From an optimization exercise on the open Yosys and OpenROAD flow, aimed at small area and a short achievable clock period; shortcuts taken in it are not production practice. The RTL was checked by simulation tests, not by an equivalence proof against the original design. Power and IR drop assume default switching activity.

Setup of violet:
Design core, start of the top module:
module core (
    input  clk_i,
    input  rst_i,
    input  [31:0] inst_i,
    input  [31:0] data_i,
    output [31:0] inst_addr_o,
    output [31:0] data_o,
    output [31:0] data_addr_o,
    output        data_rw_o,
    output [1:0]  data_width_o,
    output        fence_o
);
wire [6:0] op  = inst_i[6:0];
wire [4:0] rd  = inst_i[11:7];
wire [2:0] f3  = inst_i[14:12];
wire [4:0] rs1 = inst_i[19:15];
wire [4:0] rs2 = inst_i[24:20];
wire is_lui   = (op == 7'b0110111);
wire is_auipc = (op == 7'b0010111);
wire is_jal   = (op == 7'b1101111);
wire is_jalr  = (op == 7'b1100111);
wire is_br    = (op == 7'b1100011);
wire is_load  = (op == 7'b0000011);
wire is_store = (op == 7'b0100011);
wire is_alui  = (op == 7'b0010011);
wire is_alur  = (op == 7'b0110011);
wire is_fence = (op == 7'b0001111);
wire [31:0] imm_i = {{20{inst_i[31]}}, inst_i[31:20]};
wire [31:0] imm_b = {{19{inst_i[31]}}, inst_i[31], inst_i[7], inst_i[30:25], inst_i[11:8], 1'b0};
wire [31:0] imm_j = {{11{inst_i[31]}}, inst_i[31], inst_i[19:12], inst_i[20], inst_i[30:21], 1'b0};
wire [31:0] imm_u = {inst_i[31:12], 12'b0};
wire [11:0] imm_ls = is_store ? {inst_i[31:25], inst_i[11:7]} : inst_i[31:20];
reg  [31:0] regs [1:31];
wire [32*32-1:0] regs_flat;
assign regs_flat[31:0] = 32'b0;
genvar g;
generate for (g = 1; g < 32; g = g + 1) begin : rf
    assign regs_flat[g*32 +: 32] = regs[g];
end endgenerate
wire [31:0] rs1_n, rs2_n;       
rf_read rp1 (.rs(rs1), .r(regs_flat), .qn(rs1_n));
rf_read rp2 (.rs(rs2), .r(regs_flat), .qn(rs2_n));
wire [31:0] rs1_v = ~rs1_n;
wire [31:0] rs2_v = ~rs2_n;
reg  [31:1] pc;
wire [31:0] pc_w = {pc, 1'b0};
wire [31:0] pc4 = {pc[31:2] + 30'd1, 2'b00};
wire [31:0] pc_imm = op[2] ? (op[3] ? imm_j : imm_u) : imm_b;
wire [31:0] pc_sum = pc_w + pc_imm;
wire [31:0] agu;
ks_add32 u_agu (.an(rs1_n), .bn(~{{20{imm_ls[11]}}, imm_ls}), .s(agu));
wire        use_rs2 = op[5];
  ...
clock: 12.0 ns
lec_check: 0
cap_margin: 30
core_margin: 2
core_utilization: 56
cts_buf_list: sky130_fd_sc_hd__clkbuf_8
cts_cluster_diameter: 50
cts_cluster_size: 16
setup_slack_margin: 4
slew_margin: 30
synth_hierarchical: 1
standard.sh (not shown) runs the stock make flow with config.mk's settings and CLKGATE_MAP_FILE= SYNTH_SCRIPT=/design/flow/synth_recipe.tcl, a recipe that flattens the netlist after the stock synthesis.
==> flow/flow/run.sh <==
#!/bin/bash
# Layout flow: the standard flow (standard.sh), except that the port
# buffers that global placement inserts, which are delay cells
# (clkdlybuf4s50_1), are replaced by plain buffers (buf_4 on inputs, buf_2 on
# outputs) before the placement-resizing step. Every port keeps its buffer.
set -euo pipefail
R=orfs/results/${FLOW_PLATFORM}/core/base
bash standard.sh 3_3_place_gp > standard_to_place_gp.log 2>&1
ODB_FILE=$R/3_3_place_gp.odb openroad -no_init -exit flow/swap_port_buffers.tcl > swap_port_buffers.log 2>&1
bash standard.sh > standard_finish.log 2>&1
==> flow/flow/swap_port_buffers.tcl <==
# Replace the delay-cell port buffers inserted by buffer_ports with plain
# buffers of the same function (A -> X).
set odb $::env(ODB_FILE)
read_db $odb
set db [ord::get_db]
set bin [$db findMaster sky130_fd_sc_hd__buf_4]
set bout [$db findMaster sky130_fd_sc_hd__buf_2]
set n 0
foreach inst [[ord::get_db_block] getInsts] {
  set name [$inst getName]
  if {[[$inst getMaster] getName] ne "sky130_fd_sc_hd__clkdlybuf4s50_1"} continue
  if {[regexp {^input[0-9]+$} $name]} { $inst swapMaster $bin; incr n }
  if {[regexp {^output[0-9]+$} $name]} { $inst swapMaster $bout; incr n }
}
puts "swapped $n port buffers"
write_db $odb
violet: PASS, flow complete, no timing, DRC or antenna violations
Inputs modified between violet and juniper:
==> flow/run.sh (new file) <==
#!/bin/bash
# synth_recipe.tcl (not shown) runs the flow's synth.tcl, then flattens the netlist and writes it again
# the make line also repeats each setting of config.mk as NAME=value (left out here)
make -C /OpenROAD-flow-scripts/flow DESIGN_CONFIG=/design/flow/config.mk WORK_HOME=/design/flow/orfs CLKGATE_MAP_FILE= SYNTH_SCRIPT=/design/flow/synth_recipe.tcl finish
removed: flow/flow/run.sh
removed: flow/flow/swap_port_buffers.tcl
removed: flow/standard.sh
The clock group power number comes out higher for juniper vs violet. Flip-flop and latch count: juniper vs violet identical. Taking violet as the reference, in juniper maximum clock rate flat, wire length per cell flat, via count up 501, worst slack on hold paths down 14 ps.

[port drivers added, routing unchanged]
The flow's constraints put no driver on any port. The routed layouts listed below were extracted and timed again, unchanged, in two steps. Step 1 sets driving cells, clkbuf_16 on the clock port and buf_2 on the other inputs (assumed; they add their load-dependent delay and slew). Step 2, shift: input delay + t, output delay - t, t = (earliest + latest rising clock arrival at the registers) / 2. This alone moves slack from input paths to output paths. a / b / c = ideal / step 1 / step 2; a / b = the first two.
run | shift t [ns] | setup WS [ns] | hold WS [ns] | worst setup path after step 2 | pins driven straight from the clock port
violet | 0.827 | 3.729 / 3.375 / 3.145 | 0.763 / 0.763 / 0.763 | input to register | 1
juniper | 0.841 | 3.735 / 3.417 / 2.967 | 0.749 / 0.749 / 0.749 | input to register | 1
After both steps setup and hold are still met in every run listed. For juniper, which loses most, drivers alone change the setup slack by -0.318 ns; drivers and shift together by -0.768 ns.
